This design comes from an exercise in tuning for small area and a short achievable clock period on the open sky130 flow, not from production work. The RTL was checked by simulation tests, not by an equivalence proof against the original design.

==> flow/design.v, too long to show whole: its modules and the start of the top module <==
// module CHIP: 151 lines
// module srldec: 6 lines
// module wdec: 12 lines
// module rdec: 12 lines
// module rmux: 19 lines
// module c_nand4: 5 lines
// module c_nand3: 5 lines
// module c_nor3: 5 lines
// module aoi222: 5 lines
// module ao22: 5 lines
// module fa: 6 lines
// module mul32: 1427 lines
// module benc: 7 lines
// module o22ai: 5 lines
// module nor2: 5 lines
// module xor2: 5 lines
// module addx: 582 lines
// module c_inv: 5 lines
// module c_nand2: 5 lines
// module c_nor2: 5 lines
// module c_aoi21: 5 lines
// module c_oai21: 5 lines
// module c_mux2i: 5 lines
// module c_xor2: 5 lines
// module c_xnor2: 5 lines
module CHIP(clk,
            rst_n,
            mem_wen_D,
            mem_addr_D,
            mem_wdata_D,
            mem_rdata_D,
            mem_addr_I,
            mem_rdata_I);
  // ...
==> flow/flow/run.sh <==
#!/bin/bash
# Standard layout (the standard.sh), with timing repair aimed at a larger
# setup slack margin, free gate sizing, and buf_4 port buffers.  The clock
# period and constraints are unchanged.
set -euo pipefail
bash standard.sh SETUP_SLACK_MARGIN=45 MATCH_CELL_FOOTPRINT=0 \
    "BUFFER_PORTS_ARGS=-buffer_cell sky130_fd_sc_hd__buf_4" finish > standard.log 2>&1
==> flow/standard.sh <==
#!/bin/bash
# synth_recipe.tcl (not shown) runs the flow's synth.tcl, then flattens the netlist and writes it again
# the make line also repeats each setting of config.mk as NAME=value (left out here)
make -C /OpenROAD-flow-scripts/flow DESIGN_CONFIG=/design/flow/config.mk WORK_HOME=/design/flow/orfs CLKGATE_MAP_FILE= SYNTH_SCRIPT=/design/flow/synth_recipe.tcl "${@:-finish}"
==> flow/config.mk <==
export PLATFORM = sky130hd
export DESIGN_NAME = CHIP
export DESIGN_NICKNAME = CHIP
export VERILOG_FILES = /design/flow/design.v
export SDC_FILE = /design/flow/constraint.sdc
export NUM_CORES = 4
export LEC_CHECK = 0
export CAP_MARGIN = 20
export CORE_MARGIN = 2
export CORE_UTILIZATION = 40
export CTS_CLUSTER_DIAMETER = 100
export CTS_CLUSTER_SIZE = 25
export SLEW_MARGIN = 20
export SYNTH_HIERARCHICAL = 1
==> flow/constraint.sdc <==
create_clock -name core_clock -period 80.0 [get_ports {clk}]
set_input_delay 16.0000 -clock core_clock [delete_from_list [all_inputs] [get_ports {clk}]]
set_output_delay 16.0000 -clock core_clock [all_outputs]
set_load 0.01 [all_outputs]
==> out/results.ini, run 1 <==
[routing]
viasPerCell=7.685
wl_per_cell_um=37.67
met1_length_um=102300
ant_nets=0

[run_status]
status=complete, no violations

[global_route]
antenna_found_initial=2

[worst_hold_path]
min_path_type=reg -> reg
min_to=R[22].q[5]

[place]
gp_congestion=1.007
place_ws_ns=42.70
place_area_mm2=0.06537

[synthesis]
synthAdderAreaFrac_pct=10.32
synth_cells=5184
synth_ff_type=dfrtp_1
synth_top_family_by_area=compound AO/OA/AOI/OAI gates
synthMostInstantiatedCell=o22ai_1
syn_area_mm2=0.05947
yosys.area_share.simple_pct=7.883
ys_warn_count=7

[critical_path]
max_stage_delay_ns=0.64
crit_cells=19
critical_path.most_common_cell=buf_12
cp_max_fo=6

[layout]
n_sequential_cell=1025
drive_gt1_share_pct=19.69
clk_share_pct=2.131

[timing]
fmax_mhz=27.97
fin_crit_sh_pct=44.69

[clock_tree]
clk_pin_slew_ns=0.10
ctsHoldBuffers=0
numCtsBuffers=50

[floorplanning]
dieArea_mm2=0.1518

[job]
maxCapViolCount=0

==> run 2: changes to the inputs <==
--- a/flow/flow/run.sh
+++ b/flow/flow/run.sh
@@ -5,3 +5,3 @@
 set -euo pipefail
-bash standard.sh SETUP_SLACK_MARGIN=45 MATCH_CELL_FOOTPRINT=0 \
+bash standard.sh SETUP_SLACK_MARGIN=44.2 MATCH_CELL_FOOTPRINT=0 \
     "BUFFER_PORTS_ARGS=-buffer_cell sky130_fd_sc_hd__buf_4" finish > standard.log 2>&1
--- a/flow/config.mk
+++ b/flow/config.mk
@@ -10,4 +10,2 @@
 export CORE_UTILIZATION = 40
-export CTS_CLUSTER_DIAMETER = 100
-export CTS_CLUSTER_SIZE = 25
 export SLEW_MARGIN = 20
==> out/results.ini, run 2 <==
[critical_path]
max_stage_delay_ns=0.77  ; +0.13 ns
crit_arrival_ns=19.91
critical_path.cell_chain=buf_4, nand2b_2, nor2_4, buf_4, a222oi_1, nand4_1, nor3_2, xor2_1, buf_4
path_class=in -> out
cp_max_fo=32  ; +26
crit_path_top_delay_cell=xor2_1
rr_worst_depth=50
startpoint=mem_rdata_I[21]
r2r_slack_ns=61.32
critical_path.most_common_cell=buf_4
worstSetupStartpointType=input pin
timing.rr.end=R[27].q[0]
worstPathRequired_ns=64.00
critPathCapture=mem_wdata_D[14]
rr_startpoint=R[7].q[3]
cp-end-kind=primary output

[clock_tree]
clk_latency_ns=0.76
clk_pin_slew_ns=0.06  ; -0.04 ns
cts.sinks=1025
numCtsBuffers=104  ; +110%
cts_root_buffer=clkbuf_16
ctsHtreeMaxLevel=3
cts_tree=yes
clockBufferDepth=3

[synthesis]
async_reset_ff_share_pct=100.0
synth_cells=5184  ; unchanged
avgSynthCellArea_um2=11.47
synthTopCellsByCount=o22ai_1 (1,283), dfrtp_1 (995), a222oi_1 (704)
synth_seq_cells=1025
synth_ff_type=dfrtp_1
ys_warn_count=7  ; unchanged
synthMostInstantiatedCell=o22ai_1
yosysTopAreaCell=dfrtp_1
synth_edf_count=0
netlist.area_leader.share_pct=41.87
synth_area_leaders=dfrtp_1 (42%), o22ai_1 (13%), a222oi_1 (12%), fa_1 (9.6%), xor2_1 (5.8%)
synth_cell_type_count=63
ys_seq_area_share_pct=43.19
syn_area_mm2=0.05947  ; unchanged

[timing]
worst_slack_ns=44.09
worst_pin_slew_ns=1.429
fin_skew_ns=0.04032
hold_viol_final=0
fmax_mhz=27.85  ; -0.44%
slew_headroom_pct=4.604
setup_tns_ns=0
finalSetupViolCount=0
rsz0062_at_grt=yes
post-route-min-period_ns=35.91
drv_slew=0
fin_crit_sh_pct=44.89  ; +0.20 points

[floorplanning]
die_y_um=389.6
start_util_pct=40.28
dieArea_mm2=0.1518  ; unchanged
ios=163
core_mm2=0.1477
die_w_um=389.6
rows=141

[layout]
area_growth_pct=19.06
mostFrequentLayoutCells=o22ai_1 (1,271), dfrtp_1 (995), a222oi_1 (704)
largest_reg_flops=992
fin_cells=7693
regMostFlops=R.q
reg_top3=R.q: 992 flops, PC: 32 flops, ph: 1 flops
drive_gt1_share_pct=18.60  ; -1.1 points
final_area_mm2=0.07081
final_nets=6062
final_common_cell=o22ai_1

[run_status]
status=complete, no violations

[worst_hold_path]
min_path_type=reg -> reg

[place]
hpwl_um=170400
placedCellCount=7381
io_buffers=160
place_ws_ns=42.46  ; -0.2359 ns
gp_congestion=0.9848  ; -2.2%
place_area_mm2=0.06521  ; -0.25%

[routing]
ant_nets=0  ; unchanged
drc=0
vias=58720
first_pass_iters=14
viasPerCell=7.633  ; -0.68%
wl_per_cell_um=37.17  ; -1.3%
drtIter0Drc=12130
routed_wl_um=286000

[global_route]
grt-ovfl-total=0
grt_pass1_vias=57130
track_usage_pct=36.03
grt_max_degree=191
antenna_found_initial=9  ; +7
grt_pass1_wl_um=402800

[job]
maxCapViolCount=0  ; unchanged

[run 2: cell counts after synthesis]
Identical to the previous run, type by type.
[run 2: cells by family (layout without fill, tap and decap cells)]
logic type               after synthesis  after routing  share of synthesized area (%)
XOR/XNOR                             586            587                          8.630
AO/OA/AOI/OAI                       2188           2188                          27.94
AND/OR/NAND/NOR                      871            872                          7.883
adder cells (fa/ha/maj)              319            319                          10.32
multiplexers                          17             17                         0.2966
flip-flops                          1025           1025                          43.19
buffers and inverters                177            747                          1.734
other                                  1              8                       0.006305
[run 2: stage by stage]
| stage | hold WS, ns | util [%] |
|---|---|---|
| after detailed placement | 0.4788 | 44.16 |
| final | 0.4882 | 47.95 |
| after floorplan | 0.4591 | - |
| after CTS | 0.4899 | 47.22 |
| after global routing | 0.5001 | 47.95 |
| after global placement | 0.4720 | 44.12 |
[run 2: critical path, delay by kind of cell]
kind / cells / cell delay, ns
simple gates: 4 / 1.70
buf+inv: 3 / 0.89
xor+xnor: 1 / 0.77
compound gates: 1 / 0.50
[run 2: per-module statistics from Yosys (local to each module, per instance), a selection]
module	area [um^2]	cells inside	times used
c_oai21	5.005	1	30
c_aoi21	8.758	1	45
rdec	217.7	46	2
fa	20.02	1	286
benc	37.54	5	16
c_nand4	6.256	1	128
c_nand3	5.005	1	64
c_nand2	3.754	1	124
c_xor2	8.758	1	16
aoi222	10.01	1	704
c_nor2	3.754	1	45
c_mux2i	10.01	1	1
o22ai	6.256	1	1280
xor2	8.758	1	272
nor2	3.754	1	16
wdec	491.7	96	1
[run 2: final cells by class]
type / instances / area [um^2]
sequential: 1025 / 25690
timing repair buffer: 523 / 4712
clock inverter: 32 / 401.6
tap: 1930 / 2415
fill: 13320 / 76850
antenna: 5 / 12.51
clock buffer: 155 / 3075
multi-input combinational: 3986 / 34360
inverter: 37 / 147.6
[run 2: routing by layer]
layer	GRT usage, %	wire (um)
met1	45.68	100800
met2	49.60	115600
met3	16.39	47940
met4	22.60	21480
met5	0.06380	226
[run 2: worst min path at each step]
stage | start | to | slack [ns] | depth (start not counted)
final | R[17].q[3] | R[17].q[3] | 0.49 | 1
after global routing | R[20].q[13] | R[20].q[13] | 0.50 | 1
after CTS | R[25].q[31] | R[25].q[31] | 0.49 | 1
after detailed placement | R[10].q[11] | R[10].q[11] | 0.48 | 1
after global placement | R[7].q[25] | R[7].q[25] | 0.47 | 1
after floorplan | R[10].q[0] | R[10].q[0] | 0.46 | 1
[run 2: what timing repair did]
action | CTS | global route
gates cloned | 3 | 8
pin swaps | 45 | 62
hold buffers | 0 | 0
buffers inserted | 59 | 44
setup endpoints to repair | 36 | 25
gates resized for setup | 101 | 75
endpoints found under the hold margin | 0 | 0
==> run 3: changes to the inputs <==
--- a/flow/config.mk
+++ b/flow/config.mk
@@ -10,2 +10,4 @@
 export CORE_UTILIZATION = 40
+export CTS_CLUSTER_DIAMETER = 80
+export CTS_CLUSTER_SIZE = 18
 export SLEW_MARGIN = 20
==> out/results.ini, run 3 <==
[routing]
ant_nets=0  ; unchanged
viasPerCell=7.660  ; +0.35%
drc=0  ; unchanged
routed_wl_um=283900  ; -0.72%
vias=58270  ; -0.77%
wl_per_cell_um=37.32  ; +0.40%
first_pass_iters=12  ; -2
drtIter0Drc=12000  ; -1.1%

[critical_path]
worstPathRequired_ns=64.00  ; about the same
cp-end-kind=primary output
cp_max_fo=32  ; unchanged
rr_startpoint=R[4].q[3]
crit_arrival_ns=19.97  ; +0.06 ns
critical_path.cell_chain=buf_4, nand2_1, nor2_4, buf_4, a222oi_1, nand4_1, nor3_2, xor2_1, buf_4
timing.rr.end=R[4].q[0]
max_stage_delay_ns=0.86  ; +0.09 ns
r2r_slack_ns=61.21  ; -0.11 ns
crit_path_top_delay_cell=xor2_1
path_class=in -> out
rr_worst_depth=50  ; unchanged
worstSetupStartpointType=input pin
critical_path.most_common_cell=buf_4
startpoint=mem_rdata_I[21]

[worst_hold_path]
hold_depth=1  ; unchanged
min_to=R[17].q[3]
min_path_type=reg -> reg
worstHoldStart=R[17].q[3]

[synthesis]
synthMostInstantiatedCell=o22ai_1
synth_seq_cells=1025  ; unchanged
ys_warn_count=7  ; unchanged
netlist.area_leader.share_pct=41.87  ; unchanged
synth_cells=5184  ; unchanged
synthTopCellsByCount=o22ai_1 (1,283), dfrtp_1 (995), a222oi_1 (704)
ys_seq_area_share_pct=43.19  ; unchanged
synth_ff_type=dfrtp_1
synth_area_leaders=dfrtp_1 (42%), o22ai_1 (13%), a222oi_1 (12%), fa_1 (9.6%), xor2_1 (5.8%)
syn_area_mm2=0.05947  ; unchanged
avgSynthCellArea_um2=11.47  ; unchanged
synth_edf_count=0  ; unchanged
async_reset_ff_share_pct=100.0  ; unchanged
yosysTopAreaCell=dfrtp_1
synth_cell_type_count=63  ; unchanged

[timing]
finalSetupViolCount=0  ; unchanged
fmax_mhz=27.80  ; -0.17%
setup_tns_ns=0  ; unchanged
hold_viol_final=0  ; unchanged
post-route-min-period_ns=35.97  ; +0.06190 ns
rsz0062_at_grt=yes
slew_headroom_pct=15.74  ; +11 points
worst_pin_slew_ns=1.261  ; -0.1685 ns
drv_slew=0  ; unchanged
fin_crit_sh_pct=44.97  ; +0.077 points
fin_skew_ns=0.03285  ; -0.007475 ns

[clock_tree]
cts.sinks=1025  ; unchanged
clk_pin_slew_ns=0.08  ; +0.02 ns
numCtsBuffers=69  ; -34%
ctsHtreeMaxLevel=3  ; unchanged
cts_root_buffer=clkbuf_16
clockBufferDepth=3  ; unchanged
cts_tree=yes
clk_latency_ns=0.73  ; -0.03 ns

[layout]
mostFrequentLayoutCells=o22ai_1 (1,271), dfrtp_1 (995), a222oi_1 (704)
regMostFlops=R.q
final_common_cell=o22ai_1
largest_reg_flops=992  ; unchanged
finalCoreUtilization_pct=47.00  ; -0.95 points
reg_top3=R.q: 992 flops, PC: 32 flops, ph: 1 flops
n_fill_cell=13430  ; +0.84%
final_nets=6026  ; -0.59%
area_growth_pct=16.70
drive_gt1_share_pct=17.54  ; -1.1 points

[run_status]
status=complete, no violations

[global_route]
grt-ovfl-total=0  ; unchanged
antenna_found_initial=7  ; -2
grt_pass1_vias=56700  ; -0.75%
track_usage_pct=35.99  ; -0.038 points
grt_pass1_wl_um=401800  ; -0.26%
grt_max_degree=191  ; unchanged

[floorplanning]
ios=163  ; unchanged
rows=141  ; unchanged
die_w_um=389.6  ; unchanged
dieArea_mm2=0.1518  ; unchanged
start_util_pct=40.28  ; unchanged
core_mm2=0.1477  ; unchanged
die_y_um=389.6  ; unchanged

[place]
io_buffers=160  ; unchanged
hpwl_um=170400  ; unchanged
gp_congestion=0.9848  ; unchanged

[job]
maxCapViolCount=0  ; unchanged

-- run 3: modules after synthesis (local to each module, per instance), excerpt --
module	cell area, um^2	cells	copies in the design
CHIP	29810	1623	1
mul32	903.4	95	1
benc	37.54	5	16
srldec	23.77	2	1
c_xnor2	8.758	1	47
nor2	3.754	1	16
c_nor2	3.754	1	45
-- run 3: cell families (layout without fill, tap and decap cells) --
family                   Yosys count  count (layout)  share of synthesized area [%]
multiplexers                      17              17                         0.2966
other                              1               7                       0.006305
buffers and inverters            177             663                          1.734
AND/OR/NAND/NOR                  871             871                          7.883
XOR/XNOR                         586             587                          8.630
AO/OA/AOI/OAI                   2188            2188                          27.94
adder cells (fa/ha/maj)          319             319                          10.32
flip-flops                      1025            1025                          43.19
-- run 3: per-layer routing --
layer | global-route usage, % | routed length (um)
met1 | 45.81 | 101500
met2 | 50.03 | 114300
met3 | 15.81 | 46110
met4 | 21.81 | 21650
met5 | 0.9250 | 370
-- run 3: worst max path at each step --
stage          depth (start not counted)         endpoint  slack (ns)
2_1_floorplan                         17   mem_addr_D[18]       44.30
3_3_place_gp                          17   mem_addr_D[31]       42.47
3_5_place_dp                          17   mem_addr_D[31]       42.46
4_1_cts                               17   mem_addr_D[24]       44.19
5_1_grt                               18   mem_addr_D[25]       44.08
6_report                               9  mem_wdata_D[14]       44.03
-- run 3: cell type report --
type                    instances  area, um^2  share of cell area (%)
inverters                      37       147.6                  0.2127
diodes                          4       10.01                 0.01442
clock buffers                  90        1868                   2.692
well taps                    1930        2415                   3.479
clock inverters                13       211.5                  0.3047
multi-input cells            3985       34350                   49.49
repair buffers                523        4716                   6.795
flip-flops and latches       1025       25690                   37.01
-- run 3: through the flow --
stage / instances / setup WS [ns] / area [um^2] / hold WS (ns)
global placement: 7378 / 42.47 / 65150 / 0.4720
CTS: 7542 / 44.19 / 68290 / 0.4918
floorplan: 5186 / 44.30 / 59560 / 0.4591
global route: 7605 / 44.08 / 69400 / 0.5024
finish: 7607 / 44.03 / 69400 / 0.4901
detailed placement: 7381 / 42.46 / 65210 / 0.4788
-- run 3: critical path: cells and delay by family --
family,cells,cell delay (ns)
compound gates,1,0.47
xor+xnor,1,0.86
buf+inv,3,0.83
simple gates,4,1.78
-- run 3: what timing repair did --
action | 4_1_cts | 5_1_grt
hold buffers | 0 | 0
pin swaps | 44 | 51
gates cloned | 2 | 6
endpoints found under the setup margin | 36 | 25
setup buffers | 56 | 46
gates resized for setup | 96 | 66
==> run 4: changes to the inputs <==
==> flow/flow/run.sh (replaced) <==
#!/bin/bash
# Standard layout (the standard.sh), with timing repair aimed at a larger
# setup slack margin, free gate sizing, and buf_2 port buffers.  The clock
# period and constraints are unchanged.
set -euo pipefail
bash standard.sh SETUP_SLACK_MARGIN=44.2 MATCH_CELL_FOOTPRINT=0 \
    "BUFFER_PORTS_ARGS=-buffer_cell sky130_fd_sc_hd__buf_2" finish > standard.log 2>&1
--- a/flow/config.mk
+++ b/flow/config.mk
@@ -9,3 +9,3 @@
 export CORE_MARGIN = 2
-export CORE_UTILIZATION = 40
+export CORE_UTILIZATION = 50
 export CTS_CLUSTER_DIAMETER = 80
==> out/results.ini, run 4 <==
[run_status]
status=complete, no violations

[synthesis]
ys_warn_count=7  ; unchanged
synth_cell_type_count=63  ; unchanged
synthMuxAreaShare_pct=0.2966  ; unchanged
synthAdderAreaFrac_pct=10.32  ; unchanged
netlist.area_leader.share_pct=41.87  ; unchanged
synth_compound_area_share_pct=27.94  ; unchanged
synthTopCellsByCount=o22ai_1 (1,283), dfrtp_1 (995), a222oi_1 (704)
synthMostInstantiatedCell=o22ai_1
syn_area_mm2=0.05947  ; unchanged
yosys.area_share.simple_pct=7.883  ; unchanged
avgSynthCellArea_um2=11.47  ; unchanged
yosysTopAreaCell=dfrtp_1
synth-xor-area-share_pct=8.630  ; unchanged
ys_seq_area_share_pct=43.19  ; unchanged
synth_edf_count=0  ; unchanged
synth_ff_type=dfrtp_1
synth_cells=5184  ; unchanged
synth_top_family_by_area=compound AO/OA/AOI/OAI gates
synth_seq_cells=1025  ; unchanged
async_reset_ff_share_pct=100.0  ; unchanged
synth_area_leaders=dfrtp_1 (42%), o22ai_1 (13%), a222oi_1 (12%), fa_1 (9.6%), xor2_1 (5.8%)

[timing]
rsz0062_at_grt=yes
post-route-min-period_ns=36.07  ; +0.09610 ns
drv_slew=0  ; unchanged
setup_tns_ns=0  ; unchanged
fin_skew_ns=0.04978  ; +0.01693 ns
worst_pin_slew_ns=1.191  ; -0.06943 ns
finalSetupViolCount=0  ; unchanged
hold_viol_final=0  ; unchanged
slew_headroom_pct=20.38  ; +4.6 points
fin_crit_sh_pct=45.09  ; +0.12 points
fmax_mhz=27.72  ; -0.27%

[critical_path]
path_class=in -> out
cp_max_fo=10  ; -69%
worstPathRequired_ns=64.00  ; about the same
worstSetupStartpointType=input pin
cp-end-kind=primary output
crit_arrival_ns=20.07  ; +0.10 ns

[routing]
drc=0  ; unchanged
routed_wl_um=286300  ; +0.83%
wl_per_cell_um=39.41  ; +5.6%
wl_met2_um=116400  ; +1.8%
met1_length_um=101000  ; -0.45%
top_layer=met5
drtIter0Drc=12210  ; +1.7%
first_pass_iters=13  ; +1
dr_wl_met3_um=46220  ; +0.23%
vias=58590  ; +0.55%
viasPerCell=8.066  ; +5.3%
ant_nets=0  ; unchanged

[global_route]
track_usage_pct=45.63  ; +9.6 points
grt_pass1_wl_um=404100  ; +0.58%
grt_pass1_vias=56470  ; -0.41%
grt-ovfl-total=0  ; unchanged
grt_max_degree=164  ; -14%
antenna_found_initial=5  ; -2

[floorplanning]
ios=163  ; unchanged
start_util_pct=50.37  ; +10 points
die_w_um=348.9  ; -10%
core_mm2=0.1181  ; -20%
die_y_um=348.9  ; -10%
rows=126  ; -11%
dieArea_mm2=0.1217  ; -20%

[clock_tree]
cts.sinks=1025  ; unchanged
ctsHtreeMaxLevel=3  ; unchanged
ctsHoldBuffers=0  ; unchanged
clk_latency_ns=0.71  ; -0.02 ns
numCtsBuffers=71  ; +2.9%
clk_pin_slew_ns=0.08  ; about the same
clockBufferDepth=3  ; unchanged
cts_root_buffer=clkbuf_16
cts_tree=yes

[layout]
n_fill_cell=9903  ; -26%
drive_gt1_share_pct=18.76  ; +1.2 points
final_common_cell=o22ai_1
largest_reg_flops=992  ; unchanged
reg_top3=R.q: 992 flops, PC: 32 flops, ph: 1 flops
final_nets=6081  ; +0.91%
mostFrequentLayoutCells=o22ai_1 (1,271), dfrtp_1 (995), a222oi_1 (704)
area_growth_pct=16.73  ; about the same
regMostFlops=R.q
fin_cells=7264  ; -4.5%

[place]
hpwl_um=173500  ; +1.8%
placedCellCount=7006  ; -5.1%
io_buffers=160  ; unchanged
gp_congestion=1.017  ; +3.3%

[job]
maxCapViolCount=0  ; unchanged

[worst_hold_path]
min_path_type=reg -> reg

==> run 4: cell types whose count changed in the layout (fill, tap and decap cells not counted), moves of 6 or more <==
cell	delta
buf_2	+147
a21oi_2	-6
nand2_1	-10
a21oi_4	+6
xor2_1	-7
buf_4	-108
nor2_4	+6
==> run 4: worst max-delay path, stage by stage <==
cell       delay [ns]
buf_12           0.13
or3b_4           0.31
nor2_4           0.09
clkbuf_16        0.19
a222oi_1         0.56
nand4_1          0.62
nor3_4           0.39
buf_12           0.18
nand2_4          0.06
a21oi_4          0.19
o21ai_4          0.09
a21oi_4          0.22
o21ai_4          0.12
buf_4            0.16
buf_12           0.15
a21oi_4          0.22
xnor2_4          0.17
buf_2            0.18
==> run 4: logic make-up (layout without fill, tap and decap cells) <==
family	after synthesis	in the layout
adder cells (fa/ha/maj)	319	319
other	1	7
flip-flops	1025	1025
XOR/XNOR	586	587
AND/OR/NAND/NOR	871	871
buffers and inverters	177	714
AO/OA/AOI/OAI	2188	2188
multiplexers	17	17
==> run 4: worst paths after layout <==
check / to / startpoint / cells after the start / slack (ns)
worst max-delay path: mem_addr_D[29] / mem_rdata_I[17] / 18 / 43.93
worst min-delay path: R[19].q[4] / R[19].q[4] / 1 / 0.49
worst max register to register: R[10].q[0] / R[7].q[3] / 51 / 60.75
worst min register to register: R[19].q[4] / R[19].q[4] / 1 / 0.49
max in group asynchronous: R[17].q[5] / rst_n / 6 / 60.22
min in group asynchronous: R[6].q[8] / rst_n / 1 / 15.39
==> run 4: area by class of cell <==
type / instances / area [um^2] / area share, %
Antenna cell: 4 / 10.01 / 0.01442
Clock buffer: 85 / 1851 / 2.666
Clock inverter: 16 / 205.2 / 0.2956
Inverter: 37 / 151.4 / 0.2181
Multi-Input combinational cell: 3985 / 34660 / 49.92
Sequential cell: 1025 / 25690 / 37.00
Tap cell: 1536 / 1922 / 2.768
Timing Repair Buffer: 576 / 4940 / 7.115
==> run 4: stage by stage <==
stage               area, um^2  worst slack, ns  utilization, %  hold WS [ns]
floorplan                59560            44.30               -        0.4591
global placement         64420            42.04           54.56        0.4720
finish                   69420            43.93           58.79        0.4876
CTS                      67930            44.14           57.53        0.4911
detailed placement       64500            42.17           54.62        0.4788
global route             69420            43.97           58.79        0.5000
==> run 4: Yosys stat by module (local to each module, per instance), excerpt <==
module	flops+latches	times used	area, um^2	cells inside
rdec	0	2	217.7	46
benc	0	16	37.54	5
srldec	0	1	23.77	2
c_nor3	0	64	10.01	1
c_mux2i	0	1	10.01	1
aoi222	0	704	10.01	1
c_aoi21	0	45	8.758	1
c_xor2	0	16	8.758	1
c_inv	0	26	3.754	1
c_nor2	0	45	3.754	1
c_nand2	0	124	3.754	1
==> run 4: metal layers <==
metal / track usage, % / vias to the layer above
met5: 0.3201 / -
met4: 29.86 / 4
met3: 18.05 / 1186
met2: 62.99 / 5349
met1: 59.19 / 29070
li1: - / 22980
==> run 4: what timing repair did <==
| action | 4_1_cts | 5_1_grt |
|---|---|---|
| setup buffers | 58 | 71 |
| pin swaps | 53 | 85 |
| setup endpoints to repair | 51 | 97 |
| gates resized for setup | 144 | 96 |
| gates cloned | 7 | 5 |
==> run 5: changes to the inputs <==
--- a/flow/config.mk
+++ b/flow/config.mk
@@ -9,5 +9,5 @@
 export CORE_MARGIN = 2
-export CORE_UTILIZATION = 50
-export CTS_CLUSTER_DIAMETER = 80
-export CTS_CLUSTER_SIZE = 18
+export CORE_UTILIZATION = 40
+export CTS_CLUSTER_DIAMETER = 100
+export CTS_CLUSTER_SIZE = 25
 export SLEW_MARGIN = 20
==> out/results.ini, run 5 <==
[global_route]
grt_pass1_wl_um=397700  ; -1.6%
grt-ovfl-total=0  ; unchanged
antenna_found_initial=6  ; +1
grt_max_degree=197  ; +20%
grt_pass1_vias=56290  ; -0.32%
track_usage_pct=35.47  ; -10 points

[clock_tree]
clk_latency_ns=0.71  ; about the same
ctsHoldBuffers=0  ; unchanged
clk_pin_slew_ns=0.08  ; about the same
cts.sinks=1025  ; unchanged
ctsHtreeMaxLevel=2  ; -1
numCtsBuffers=49  ; -31%
cts_root_buffer=clkbuf_16
clockBufferDepth=3  ; unchanged
cts_tree=yes

[floorplanning]
start_util_pct=40.28  ; -10 points
core_mm2=0.1477  ; +25%
rows=141  ; +12%
die_y_um=389.6  ; +12%
dieArea_mm2=0.1518  ; +25%
die_w_um=389.6  ; +12%
ios=163  ; unchanged

[timing]
fin_skew_ns=0.05657  ; +0.006790 ns
post-route-min-period_ns=35.92  ; -0.1479 ns
hold_viol_final=0  ; unchanged
slew_headroom_pct=19.28  ; -1.1 points
setup_tns_ns=0  ; unchanged
finalSetupViolCount=0  ; unchanged
fin_crit_sh_pct=44.90  ; -0.18 points
worst_hold_slack_ns=0.4924  ; +0.004857 ns
worst_pin_slew_ns=1.208  ; +0.01651 ns
fmax_mhz=27.84  ; +0.41%
rsz0062_at_grt=yes
drv_slew=0  ; unchanged

[layout]
final_nets=6033  ; -0.79%
area_growth_pct=15.91
mostFrequentLayoutCells=o22ai_1 (1,271), dfrtp_1 (995), a222oi_1 (704)
reg_top3=R.q: 992 flops, PC: 32 flops, ph: 1 flops
largest_reg_flops=992  ; unchanged
final_area_mm2=0.06893  ; -0.71%
drive_gt1_share_pct=17.62  ; -1.1 points
regMostFlops=R.q
final_common_cell=o22ai_1

[critical_path]
critical_path.cell_chain=buf_12, or3b_4, nor2_4, buf_12, clkbuf_16, a222oi_1, nand4_1, nor3_4, nand2_1, a21oi_2, inv_1, a21oi_2, o21ai_1, a21oi_2, o21ai_4, xor2_2, buf_6
crit_arrival_ns=19.92  ; -0.15 ns
timing.rr.end=R[7].q[31]
cp_max_fo=5  ; -5
cp-end-kind=primary output
rr_startpoint=R[7].q[3]
path_class=in -> out
rr_worst_depth=51  ; unchanged
worstSetupStartpointType=input pin
critical_path.most_common_cell=a21oi_2
worstPathRequired_ns=64.00  ; about the same
max_stage_delay_ns=0.69  ; +0.07 ns
crit_path_top_delay_cell=nor3_4
r2r_slack_ns=61.35  ; +0.60 ns

[synthesis]
synth_ff_type=dfrtp_1
synth_area_leaders=dfrtp_1 (42%), o22ai_1 (13%), a222oi_1 (12%), fa_1 (9.6%), xor2_1 (5.8%)
async_reset_ff_share_pct=100.0  ; unchanged
synthTopCellsByCount=o22ai_1 (1,283), dfrtp_1 (995), a222oi_1 (704)
synth_cell_type_count=63  ; unchanged
synth_cells=5184  ; unchanged
netlist.area_leader.share_pct=41.87  ; unchanged
synth_edf_count=0  ; unchanged
ys_seq_area_share_pct=43.19  ; unchanged
yosysTopAreaCell=dfrtp_1
avgSynthCellArea_um2=11.47  ; unchanged
synth_seq_cells=1025  ; unchanged
syn_area_mm2=0.05947  ; unchanged
synthMostInstantiatedCell=o22ai_1
ys_warn_count=7  ; unchanged

[run_status]
status=complete, no violations

[routing]
drc=0  ; unchanged
first_pass_iters=13  ; unchanged
drtIter0Drc=12690  ; +3.9%
viasPerCell=7.651  ; -5.1%
ant_nets=0  ; unchanged
wl_per_cell_um=37.40  ; -5.1%
vias=58220  ; -0.63%
routed_wl_um=284500  ; -0.60%

[place]
place_area_mm2=0.06498  ; +0.75%
io_buffers=160  ; unchanged
gp_congestion=1.024  ; +0.67%
hpwl_um=170800  ; -1.6%

[worst_hold_path]
hold_depth=1  ; unchanged
min_path_type=reg -> reg
worstHoldStart=R[14].q[22]
min_to=R[14].q[22]

[job]
maxCapViolCount=0  ; unchanged

-- run 5: worst max-delay path: cells and delay by family --
family	cells	cell delay (ns)
and+or+nand+nor	5	1.88
xor gates and xnor gates	1	0.19
buffers and inverters	5	0.64
AOI/OAI and AO/OA	6	1.18
-- run 5: final cells by class --
class                      instances  area, um^2
fill                           13370       78730
multi-input combinational       3985       34330
sequential                      1025       25690
clock inverter                    11       160.2
inverter                          37       147.6
antenna                            3       7.507
tap                             1930        2415
clock buffer                      68        1319
timing repair buffer             550        4866
-- run 5: kinds of logic (layout without fill, tap and decap cells) --
family | after synthesis | after routing | synth area share [%]
flip-flops | 1025 | 1025 | 43.19
XOR/XNOR | 586 | 587 | 8.630
AO/OA/AOI/OAI | 2188 | 2188 | 27.94
adder cells (fa/ha/maj) | 319 | 319 | 10.32
other | 1 | 6 | 0.006305
AND/OR/NAND/NOR | 871 | 871 | 7.883
buffers and inverters | 177 | 666 | 1.734
multiplexers | 17 | 17 | 0.2966
-- run 5: worst max-delay path by stage --
| stage | endpoint | from | depth (start not counted) | slack [ns] |
|---|---|---|---|---|
| after global placement | mem_addr_D[31] | mem_rdata_I[15] | 17 | 42.46 |
| after floorplan | mem_addr_D[18] | mem_rdata_I[16] | 17 | 44.30 |
| after detailed placement | mem_addr_D[31] | mem_rdata_I[15] | 17 | 42.35 |
| after global routing | mem_addr_D[30] | mem_rdata_I[18] | 19 | 44.12 |
| final | mem_addr_D[31] | mem_rdata_I[17] | 17 | 44.08 |
| after CTS | mem_wdata_D[12] | mem_rdata_I[20] | 9 | 44.20 |
-- run 5: metal layers --
metal | wire, um | vias up | global-route usage (%)
met5 | 386 | - | 0.1914
met4 | 21500 | 11 | 21.32
met3 | 47300 | 1120 | 14.45
met2 | 115800 | 5357 | 50.19
met1 | 99520 | 28850 | 45.24
li1 | - | 22880 | -
-- run 5: modules after synthesis, one instance, submodules excluded, a selection --
| module | flip-flops and latches | cells inside | times used |
|---|---|---|---|
| mul32 | 0 | 95 | 1 |
| rdec | 0 | 46 | 2 |
| benc | 0 | 5 | 16 |
| c_mux2i | 0 | 1 | 1 |
| o22ai | 0 | 1 | 1280 |
| c_oai21 | 0 | 1 | 30 |
| c_inv | 0 | 1 | 26 |
| nor2 | 0 | 1 | 16 |
-- run 5: through the flow --
| step | setup WS (ns) | instances | util (%) |
|---|---|---|---|
| CTS | 44.20 | 7527 | 45.70 |
| floorplan | 44.30 | 5186 | - |
| finish | 44.08 | 7609 | 46.68 |
| global route | 44.12 | 7607 | 46.68 |
| detailed placement | 42.35 | 7391 | 44.01 |
| global placement | 42.46 | 7383 | 43.88 |
-- run 5: timing repair --
action / CTS / global route
endpoints found under the setup margin: 39 / 34
pin swaps: 45 / 59
resized for setup: 121 / 74
cloned: 2 / 14
setup buffers: 55 / 53

## separate check: timing with driven ports
Ports are ideal in the flow. The routed layouts listed here were re-timed in OpenROAD. Step 1 (the two cells are an assumption about what drives the block):
set clk [get_ports {clk}]
set_driving_cell -lib_cell sky130_fd_sc_hd__clkbuf_16 $clk
set_driving_cell -lib_cell sky130_fd_sc_hd__buf_2 [delete_from_list [all_inputs] $clk]
Step 2 also shifts input and output timing later by t, the mid clock arrival at the registers, as if the neighbouring blocks saw the same clock. Slacks: no drivers / after step 1 / after step 2; pairs: no drivers / after step 1.
| run | t (ns) | setup WS [ns] | worst setup path after step 2 | latest minus earliest clock arrival (ns) |
|---|---|---|---|---|
| run 1 | 0.766 | 44.245 / 44.056 / 44.056 | input to output | 0.066 / 0.067 |
| run 2 | 0.819 | 44.088 / 43.904 / 43.904 | input to output | 0.040 / 0.041 |
| run 3 | 0.788 | 44.026 / 43.826 / 43.826 | input to output | 0.032 / 0.033 |
| run 4 | 0.767 | 43.930 / 43.738 / 43.738 | input to output | 0.050 / 0.050 |
| run 5 | 0.752 | 44.078 / 43.896 / 43.896 | input to output | 0.056 / 0.056 |
After both steps setup and hold are still met in every run listed. The setup slack of run 3, which loses most, moves by -0.200 ns with the drivers and by -0.200 ns with both steps.
